What follows belongs to an exercise in optimizing a design on an open flow for a short achievable clock period and few clock cycles; a production flow would make more cautious choices.
In this exercise RTL edits were held to simulation tests only and were not proved equivalent to the original.
Power is estimated from default activity; no workload was simulated.

==> run a <==
==> flow/design.v <==
module decoder(
    input  [31:0] ir,
    output isR, isI, isLW, isSW, isBEQ, isJAL, isLUI,
    output useRs1, useRs2, wr,
    output [2:0] aluop,
    output [31:0] imm
);
    wire [6:0] op = ir[6:0];
    assign isR   = (op == 7'b0110011);
    assign isI   = (op == 7'b0010011);
    assign isLW  = (op == 7'b0000011);
    assign isSW  = (op == 7'b0100011);
    assign isBEQ = (op == 7'b1100011);
    assign isJAL = (op == 7'b1101111);
    assign isLUI = (op == 7'b0110111);
    assign useRs1 = isR | isI | isLW | isSW | isBEQ;
    assign useRs2 = isR | isSW | isBEQ;
    assign wr = (isR | isI | isLW | isJAL | isLUI) & (ir[11:7] != 5'd0);
    reg [2:0] aop;
    always @(*) begin
        aop = 3'b000;
        if (isR | isI) begin
            case (ir[14:12])
                3'b000: aop = (isR & ir[30]) ? 3'b001 : 3'b000;
                3'b001: aop = 3'b110;
                3'b010: aop = 3'b101;
                3'b110: aop = 3'b011;
                3'b111: aop = 3'b010;
                default: aop = 3'b000;
            endcase
        end
    end
    assign aluop = aop;
    assign imm = isSW  ? {{20{ir[31]}}, ir[31:25], ir[11:7]} :
                 isLUI ? {ir[31:12], 12'b0} :
                         {{20{ir[31]}}, ir[31:20]};
endmodule
module datapath(
    input clk, reset,
    output [31:0] PC,
    input [31:0] Instr,
    output MemWrite,
    output [31:0] ALUResult, WriteData,
    input [31:0] ReadData
);
    reg [31:0] pcF;
    reg        vD;
    reg [31:0] irD, pcD, pc4D;
    reg        vE, wrE, ldE, swE;
    reg [4:0]  rdE;
    reg [2:0]  opE;
    reg [31:0] aE, bE, sE;
    reg        laE, lbE, lsE;
    reg        wrM, ldM, swM;
    reg [4:0]  rdM;
    reg [31:0] rM, wdM;
    reg        vW;
    reg [4:0]  rdW;
    reg [31:0] ldW;
    assign PC = pcF;
    assign ALUResult = rM;
    assign WriteData = wdM;
    assign MemWrite = swM;
    wire [31:0] pcF4 = pcF + 32'd4;
    wire        btb_v   [0:15];
    wire [5:0]  btb_tag [0:15];
    wire [31:0] btb_tgt [0:15];
    wire [1:0]  btb_ctr [0:15];
    wire [3:0] fidx = pcF[5:2];
    wire fhit = btb_v[fidx] & (btb_tag[fidx] == pcF[11:6]) & btb_ctr[fidx][1];
    wire [31:0] predF = fhit ? btb_tgt[fidx] : pcF4;
    wire isR, isI, isLW, isSW, isBEQ, isJAL, isLUI, useRs1, useRs2, wrD;
    wire [2:0] aluopD;
    wire [31:0] immD;
    decoder dec(
        .ir(irD), .isR(isR), .isI(isI), .isLW(isLW), .isSW(isSW), .isBEQ(isBEQ),
        .isJAL(isJAL), .isLUI(isLUI), .useRs1(useRs1), .useRs2(useRs2), .wr(wrD),
        .aluop(aluopD), .imm(immD)
    );
    wire [4:0] rs1 = irD[19:15];
    wire [4:0] rs2 = irD[24:20];
    wire [4:0] rdD = irD[11:7];
    wire [31:0] rfv [0:31];
    assign rfv[0] = 32'd0;
    wire weM = wrM & ~ldM;
    genvar gi;
    generate
        for (gi = 1; gi < 32; gi = gi + 1) begin : rf
            reg [31:0] r;
            always @(posedge clk) begin
                if (weM && rdM == gi)
                    r <= rM;
                else if (vW && rdW == gi)
                    r <= ldW;
            end
            assign rfv[gi] = r;
        end
    endgenerate
    wire [31:0] resE;
    wire e1 = wrE & (rdE == rs1);
    wire e2 = wrE & (rdE == rs2);
    wire m1 = wrM & (rdM == rs1);
    wire m2 = wrM & (rdM == rs2);
    wire w1 = vW & (rdW == rs1);
    wire w2 = vW & (rdW == rs2);
    wire [31:0] fwd1 = e1 ? resE : (m1 & ~ldM) ? rM : w1 ? ldW : rfv[rs1];
    wire [31:0] fwd2 = e2 ? resE : (m2 & ~ldM) ? rM : w2 ? ldW : rfv[rs2];
    wire l1 = ~e1 & m1 & ldM;
    wire l2 = ~e2 & m2 & ldM;
    wire stall = vD & ( (ldE & ((useRs1 & e1) | (useRs2 & e2)))
                      | (isBEQ & (l1 | l2)) );
    wire [31:0] offD = isJAL ? {{12{irD[31]}}, irD[19:12], irD[20], irD[30:21], 1'b0}
                             : {{20{irD[31]}}, irD[7], irD[30:25], irD[11:8], 1'b0};
    wire [31:0] tgtD = pcD + offD;
    wire mt = (tgtD != pcF);
    wire mn = (pc4D != pcF);
    wire eq = (fwd1 == fwd2);
    wire takenD = isJAL | (isBEQ & eq);
    wire go = vD & ~stall;
    wire mispred = go & (takenD ? mt : mn);
    wire [31:0] nextD = takenD ? tgtD : pc4D;
    always @(posedge clk or posedge reset) begin
        if (reset) begin
            pcF <= 32'd0;
            vD <= 1'b0;
        end else if (mispred) begin
            pcF <= nextD;
            vD <= 1'b0;
        end else if (!stall) begin
            pcF <= predF;
            vD <= 1'b1;
        end
    end
    always @(posedge clk) begin
        if (!stall) begin
            irD <= Instr;
            pcD <= pcF;
            pc4D <= pcF4;
        end
    end
    wire [3:0] didx = pcD[5:2];
    wire dhit = btb_v[didx] & (btb_tag[didx] == pcD[11:6]);
    wire [1:0] dctr = btb_ctr[didx];
    wire btb_we = go & (isBEQ | isJAL);
    wire [1:0] nctr = takenD ? (isJAL ? 2'b11 : !dhit ? 2'b10 : (dctr == 2'b11) ? 2'b11 : dctr + 2'b01)
                             : (!dhit ? 2'b00 : (dctr == 2'b00) ? 2'b00 : dctr - 2'b01);
    generate
        for (gi = 0; gi < 16; gi = gi + 1) begin : btb
            reg        v;
            reg [5:0]  tag;
            reg [31:0] tgt;
            reg [1:0]  ctr;
            always @(posedge clk or posedge reset) begin
                if (reset)
                    v <= 1'b0;
                else if (btb_we && takenD && didx == gi)
                    v <= 1'b1;
            end
            always @(posedge clk) begin
                if (btb_we && didx == gi) begin
                    if (takenD) begin
                        tag <= pcD[11:6];
                        tgt <= tgtD;
                    end
                    ctr <= nctr;
                end
            end
            assign btb_v[gi] = v;
            assign btb_tag[gi] = tag;
            assign btb_tgt[gi] = tgt;
            assign btb_ctr[gi] = ctr;
        end
    endgenerate
    always @(posedge clk or posedge reset) begin
        if (reset) begin
            vE <= 1'b0;
            wrE <= 1'b0;
            ldE <= 1'b0;
            swE <= 1'b0;
        end else begin
            vE <= go;
            wrE <= go & wrD;
            ldE <= go & isLW;
            swE <= go & isSW;
        end
    end
    always @(posedge clk) begin
        if (go) begin
            rdE <= rdD;
            opE <= aluopD;
            aE <= isJAL ? pcD : isLUI ? 32'd0 : fwd1;
            bE <= isR ? fwd2 : isJAL ? 32'd4 : immD;
            sE <= fwd2;
            laE <= l1 & ~isJAL & ~isLUI;
            lbE <= l2 & isR;
            lsE <= l2;
        end
    end
    wire [31:0] opA = laE ? ldW : aE;
    wire [31:0] opB = lbE ? ldW : bE;
    wire [31:0] opS = lsE ? ldW : sE;
    wire sub = opE[0];
    wire [31:0] bx = sub ? ~opB : opB;
    wire [31:0] sum = opA + bx + {31'd0, sub};
    wire lt = (opA[31] ^ opB[31]) ? opA[31] : sum[31];
    reg [31:0] res;
    always @(*) begin
        case (opE)
            3'b010: res = opA & opB;
            3'b011: res = opA | opB;
            3'b101: res = {31'd0, lt};
            3'b110: res = opA << opB[4:0];
            default: res = sum;
        endcase
    end
    assign resE = res;
    always @(posedge clk or posedge reset) begin
        if (reset) begin
            wrM <= 1'b0;
            ldM <= 1'b0;
            swM <= 1'b0;
        end else begin
            wrM <= wrE;
            ldM <= ldE;
            swM <= swE;
        end
    end
    always @(posedge clk) begin
        rdM <= rdE;
        rM <= resE;
        wdM <= opS;
    end
    always @(posedge clk or posedge reset) begin
        if (reset)
            vW <= 1'b0;
        else
            vW <= wrM & ldM;
    end
    always @(posedge clk) begin
        rdW <= rdM;
        ldW <= ReadData;
    end
endmodule
module riscvsingle(
    input clk, reset,
    output [31:0] PC,
    input [31:0] Instr,
    output MemWrite,
    output [31:0] ALUResult, WriteData,
    input [31:0] ReadData
);
    datapath dp(
        .clk(clk),
        .reset(reset),
        .PC(PC),
        .Instr(Instr),
        .MemWrite(MemWrite),
        .ALUResult(ALUResult),
        .WriteData(WriteData),
        .ReadData(ReadData)
    );
endmodule
==> flow/run.sh <==
#!/bin/bash
# synth_recipe.tcl (not shown) runs the flow's synth.tcl, then flattens the netlist and writes it again
# the make line also repeats each setting of config.mk as NAME=value (left out here)
make -C /OpenROAD-flow-scripts/flow DESIGN_CONFIG=/design/flow/config.mk WORK_HOME=/design/flow/orfs CLKGATE_MAP_FILE= SYNTH_SCRIPT=/design/flow/synth_recipe.tcl finish
==> flow/config.mk <==
export PLATFORM = sky130hd
export DESIGN_NAME = riscvsingle
export DESIGN_NICKNAME = riscvsingle
export VERILOG_FILES = /design/flow/design.v
export SDC_FILE = /design/flow/constraint.sdc
export NUM_CORES = 4
export LEC_CHECK = 0
export CAP_MARGIN = 20
export CORE_MARGIN = 2
export CORE_UTILIZATION = 40
export SLEW_MARGIN = 20
==> flow/constraint.sdc <==
create_clock -name core_clock -period 26.0 [get_ports {clk}]
set_input_delay 5.2000 -clock core_clock [delete_from_list [all_inputs] [get_ports {clk}]]
set_output_delay 5.2000 -clock core_clock [all_outputs]
set_load 0.01 [all_outputs]
==> run b (differences from run a) <==
- ABC_CLOCK_PERIOD_IN_PS: not set -> 5000
==> run notes <==
Run a completed without violations. Run b passed the timing, DRC and antenna checks.
Wire length is the same in run b and run a.
Sequential power is about the same in run a and run b.
In sequential share of layout area, run b and run a do not differ.
Non-clock buffer count is the same in run b and run a.
Testbench counts of run a, summed over its fixed seeds: cycles 63,804.
Testbench counts of run b, summed over its fixed seeds: cycles 63,804.

==> re-timing with driven ports <==
The flow's constraints put no driver on any port. The routed layouts listed below were extracted and timed again, unchanged, in two steps. Step 1 (the two cells are an assumption about what drives the block):
set clk [get_ports {clk}]
set_driving_cell -lib_cell sky130_fd_sc_hd__clkbuf_16 $clk
set_driving_cell -lib_cell sky130_fd_sc_hd__buf_2 [delete_from_list [all_inputs] $clk]
Step 2, shift: input delay + t, output delay - t, t = (earliest + latest rising clock arrival at the registers) / 2. This alone moves slack from input paths to output paths. Slacks: ideal / step 1 / step 2; pairs: ideal / step 1.
| run | shift t [ns] | setup WS [ns] | worst setup path after step 2 |
|---|---|---|---|
| run a | 1.021 | 15.821 / 15.821 / 15.821 | register to register |
| run b | 1.021 | 15.821 / 15.821 / 15.821 | register to register |
After both steps every run listed still meets setup and hold.
